What follows belongs to an exercise in optimizing a design on an open flow for small area and a short achievable clock period; a production flow would make more cautious choices. Function was checked by simulation only, so behaviour that the tests miss may differ from the original. Power figures rest on the tool's default switching activity, not on a simulated workload.

==> flow/design.v, too long to show whole: its modules and the start of the top module <==
// module fpm: 3121 lines
// module fadd: 4 lines
// module bsel: 5 lines
// module ao22: 3 lines
// module hadd: 4 lines
module fpm(
    input [32:1] a,
    input [32:1] b,
    input clk,
    input rst,
    input in_valid,
    output [32:1] c,
    output out_valid
    );
  // ...
==> flow/flow/run.sh <==
#!/bin/bash
set -euo pipefail
export BUFFER_PORTS_ARGS="-buffer_cell sky130_fd_sc_hd__buf_2"
bash standard.sh > standard.log 2>&1
==> flow/standard.sh <==
#!/bin/bash
# synth_recipe.tcl (not shown) runs the flow's synth.tcl, then flattens the netlist and writes it again
# the make line also repeats each setting of config.mk as NAME=value (left out here)
make -C /OpenROAD-flow-scripts/flow DESIGN_CONFIG=/design/flow/config.mk WORK_HOME=/design/flow/orfs CLKGATE_MAP_FILE= SYNTH_SCRIPT=/design/flow/synth_recipe.tcl "${@:-finish}"
==> flow/config.mk <==
export PLATFORM = sky130hd
export DESIGN_NAME = fpm
export DESIGN_NICKNAME = fpm
export VERILOG_FILES = /design/flow/design.v
export SDC_FILE = /design/flow/constraint.sdc
export NUM_CORES = 4
export LEC_CHECK = 0
export CAP_MARGIN = 50
export CORE_MARGIN = 2
export CORE_UTILIZATION = 60
export SETUP_SLACK_MARGIN = 2.7
export SLEW_MARGIN = 70
export SYNTH_HIERARCHICAL = 1
export SYNTH_MINIMUM_KEEP_SIZE = 0
export TNS_END_PERCENT = 0
==> flow/constraint.sdc <==
create_clock -name core_clock -period 5.0 [get_ports {clk}]
set_input_delay 1.0000 -clock core_clock [delete_from_list [all_inputs] [get_ports {clk}]]
set_output_delay 1.0000 -clock core_clock [all_outputs]
set_load 0.01 [all_outputs]
==> reports/results.tsv, run 1 <==
metric	value	unit
sequential area share after synthesis	0.3579	
Synth Warn #	7	
met3 WL	5.651	mm
nonclk buf count	234	
Synth Area in Compound Gates	0.1476	
dominant synthesized flop cell	dfxtp_1	
placed insts	2425	
Regs by FF count	q_c x32, vld x4	
# clock sinks	387	
inverters	66	
clock-pin slew on the worst setup and hold paths	70	ps
most flop-heavy register	q_c	
Worst Hold Launch	q2_pp1026$_DFF_P_	
TritonCTS clock tree	yes	
Worst path top cell family by delay	adder cells	
Signal buf overhead	0.08061	
Clock Network Area Fraction	0.05209	
met3 Track Usage GR	0.07967	
Yosys reg bits	387	
post_cts resized	134	
die width	193.9	um
DP Worst Slack	1194	ps
Cell variety after synth	46	
Final Hold Vio Count	0	
PwrDens	590.7	nW/um2
seq pwr	5.22	mW
GR peak layer	met2	
worst endpoint required time	5450	ps
hold crit path type	reg2reg	
Hold Path Depth	0	
grt ovf	0	
starting density of the core	0.6086	
CP Data Arrival Time	3080	ps
outcome	complete, no violations	
GRT Util Overall	0.3305	
Peak Freq	381.1	MHz
WL met2	27.89	mm
met1 wire length	24.21	mm
CORE AREA	35570	um2
==> run 2, diff against run 1 <==
==> flow/run.sh (new file) <==
#!/bin/bash
# synth_recipe.tcl (not shown) runs the flow's synth.tcl, then flattens the netlist and writes it again
# the make line also repeats each setting of config.mk as NAME=value (left out here)
make -C /OpenROAD-flow-scripts/flow DESIGN_CONFIG=/design/flow/config.mk WORK_HOME=/design/flow/orfs CLKGATE_MAP_FILE= SYNTH_SCRIPT=/design/flow/synth_recipe.tcl finish
removed: flow/flow/run.sh
removed: flow/standard.sh
==> run 2 against run 1 <==
Critical path type unchanged. Critical endpoint is now q1_s695$_DFF_P_. Highest routed layer is now met4. Sequential share of layout area is 0.70 points lower. Maximum frequency down 0.41%. Flip-flop and latch count unchanged. Still clean.
==> reports/results.tsv, run 2 <==
metric	value	unit	change
outcome	complete, no violations		
sequential area share after synthesis	0.3579		unchanged
net switching power	5.771	mW	
Detail Placement HPWL	42.07	mm	
initial antenna violation count	1		
io pins	100		
Die ar.	37610	um2	
first-pass GRT wire length	94.78	mm	
CP Max Fanout	7		
H-tree Lvls	2		
TritonCTS clock tree	yes		
Root Driver	clkbuf_16		
hold_ws	324.0	ps	
Comb pwr share	0.481		
Tmin final	2635	ps	
die width	193.9	um	unchanged
Max Cap Viol	0		
setup TNS	0	ps	
unrepaired setup endpoints after global routing	yes		
most frequent cell after synthesis	dfxtp_1		
Post-synth EDFFs	0		
DP Worst Slack	984.8	ps	-209.4 ps
# clock sinks	387		unchanged
CP endpoint kind	flip-flop		
Max rail drop VDD	0.6205	mV	
asr flop ratio synth	0		
Pint	9.912	mW	
final net count	2539		
grt ovf	0		unchanged
most flop-heavy register	q_c		
routed vias/inst	6.123		
Final Hold Vio Count	0		unchanged
starting density of the core	0.6086		unchanged
Num CTS Buffers	41		
Layout area overhead	25.17	%	
critical path startpoint category	input pin		
number of global-route vias before repair	16340		
Pleak	11.91	nW	
register share of total power	0.333		
clock-pin slew on the worst setup and hold paths	60	ps	about the same
dominant synthesized flop cell	dfxtp_1		
FP Rows	69		
# DRC	0		
DRT iter0 DRCs	1361		
via count	15920		
Synth area leaders	dfxtp_1 36%, fa_1 23%, xor2_1 12%		
final setup margin	2365	ps	
Switching Share	0.3680		
clock skew	12.39	ps	
PwrDens	578.8	nW/um2	-2.0%
Die H	193.9	um	
DRT Wirelength	62.05	mm	
GPL Wtd Cong	0.8738		
CORE AREA	35570	um2	unchanged
GRT Util Overall	0.3304		about the same
Finished Core Util	0.7617		
remaining antenna violation count after routing	0		
largest area contributor in the netlist	dfxtp_1		
clk buf depth	3		
Synth top area share	0.3579		
max-slew violation count	0		
Mapped Area	21650	um2	
clk latency of the worst-skew pair	570	ps	
Yosys reg bits	387		unchanged
Cells after Synth	1802		
Cell variety after synth	46		unchanged
Final Setup Violations	0		
TritonRoute pass-1 iters	5		
Post-synth top cells	387 x dfxtp_1, 285 x xor2_1, 264 x a22o_1		
commonest non-fill, non-tap cells in the layout	387 x dfxtp_1, 264 x a22o_1, 251 x xor2_1		
Peak Freq	379.5	MHz	-0.41%
hold crit path type	reg2reg		
CP Data Arrival Time	3090	ps	about the same
# diodes	0		
Clock Power Share	0.186		
PortBufs	99		
max FFs per register	32		
routed length per instance	23.86	um	
pin count of the biggest net entering global routing	29		
CP Class	in2reg		
layout cells sized above 1	0.1814		
Synth Area per Inst	12.01	um2	
Final period util	0.5270		
Synth Warn #	7		unchanged
most common library cell in the layout ignoring fill and taps	dfxtp_1		
worst endpoint required time	5450	ps	about the same
Regs by FF count	q_c x32, vld x4		
## run 2: layout make-up
cell class                      instances  area [um2]
Clock buffer                           62        1216
Clock inverter                         11       100.1
Fill cell                            2386        8474
Inverter                               65       267.8
Multi-Input combinational cell       1349       14420
Sequential cell                       387        7747
Tap cell                              461       576.8
Timing Repair Buffer                  265        2769
## run 2: path summary, 6_finish.rpt
path                           from                 to  slack, ps  cells past startpoint
hold reg to reg   q2_w_S0_3$_DFF_P_  q3_w_S0_3$_DFF_P_        320                      0
setup / recovery               b[7]    q1_s695$_DFF_P_       2360                      9
setup reg to reg    q2_s815$_DFF_P_   q3_G1171$_DFF_P_       2500                      9
hold / removal    q2_w_S0_3$_DFF_P_  q3_w_S0_3$_DFF_P_        320                      0
## run 2: worst max-delay path: stages
cell and delay, ps:
buf_6 120, nand2b_4 160, o21ai_4 60, buf_6 150, buf_8 130, a22o_1 210
xor2_2 180, fa_1 610, fa_2 450
## run 2: repair_timing
action                                  4_1_cts  5_1_grt
setup buffers                                44       12
endpoints found under the hold margin         0        0
endpoints found under the setup margin      232      213
resized for setup                           228       41
cloned                                        8        1
hold buffers                                  0        0
pin swaps                                    58       23
## run 2: logic make-up after synthesis
| logic type | synth area share |
|---|---|
| other | 0.0001732 |
| flip-flops | 0.3579 |
| adder cells (fa/ha/maj) | 0.2972 |
| XOR/XNOR | 0.1299 |
| buffers and inverters | 0.01526 |
| AO/OA/AOI/OAI | 0.1476 |
| AND/OR/NAND/NOR | 0.05196 |
## run 2: routing by layer
metal  vias to the layer above  share of wire  global-route usage
li1                       6871              -                   -
met4                         0          0.052              0.1574
met2                       932           0.46              0.5134
met3                       204           0.10             0.08575
met5                         -              0                   0
met1                      7913           0.39              0.4348
## run 2: stage by stage
step | std cells | instance area (um2) | power [mW]
2_1_floorplan | 1824 | 22280 | 9.958
3_3_place_gp | 2423 | 24010 | 12.22
3_5_place_dp | 2462 | 24370 | 12.56
5_1_grt | 2600 | 27090 | 17.06
4_1_cts | 2587 | 26820 | 15.81
6_report | 2600 | 27090 | 15.68
## run 2: power by group through the flow
stage | Sequential [mW] | Combinational (mW) | Clock (mW)
6_report | 5.22 | 7.54 | 2.92
5_1_grt | 5.35 | 8.60 | 3.11
4_1_cts | 5.24 | 7.58 | 2.99
3_5_place_dp | 5.30 | 7.26 | 0
3_3_place_gp | 5.26 | 6.96 | 0
2_1_floorplan | 5.16 | 4.80 | 0
## run 2: per-module statistics from Yosys, one instance, submodules excluded
module | cells inside | flip-flops and latches
ao22 | 1 | 0
bsel | 1 | 0
hadd | 1 | 0
fpm | 989 | 387
fadd | 1 | 0

## re-timing with driven ports
No port has a modelled driver above. Below, the same layouts with a new extraction and two added sets of constraints.
Step 1, drivers: a clkbuf_16 drives clk and a buf_2 each remaining input, both assumed.
Step 2 times the ports against the registers' clock, not the clock port: input delays grow and output delays shrink by t, the midpoint of the rising clock arrivals with the driver on.
Three values: ideal, step 1, step 2; two values: the first two.
| run | shift t [ns] | setup WS [ns] | hold WS [ns] | clock arrival spread, ns | slew at the worst register clock pin (ns) |
|---|---|---|---|---|---|
| run 1 | 0.625 | 2.376 / 2.283 / 1.658 | 0.322 / 0.322 / 0.322 | 0.039 / 0.039 | 0.07 / 0.07 |
| run 2 | 0.621 | 2.365 / 2.286 / 1.666 | 0.324 / 0.324 / 0.324 | 0.015 / 0.015 | 0.06 / 0.06 |
After both steps setup and hold are still met in every run listed. The setup slack of run 1, which loses most, moves by -0.093 ns with the drivers and by -0.718 ns with both steps.
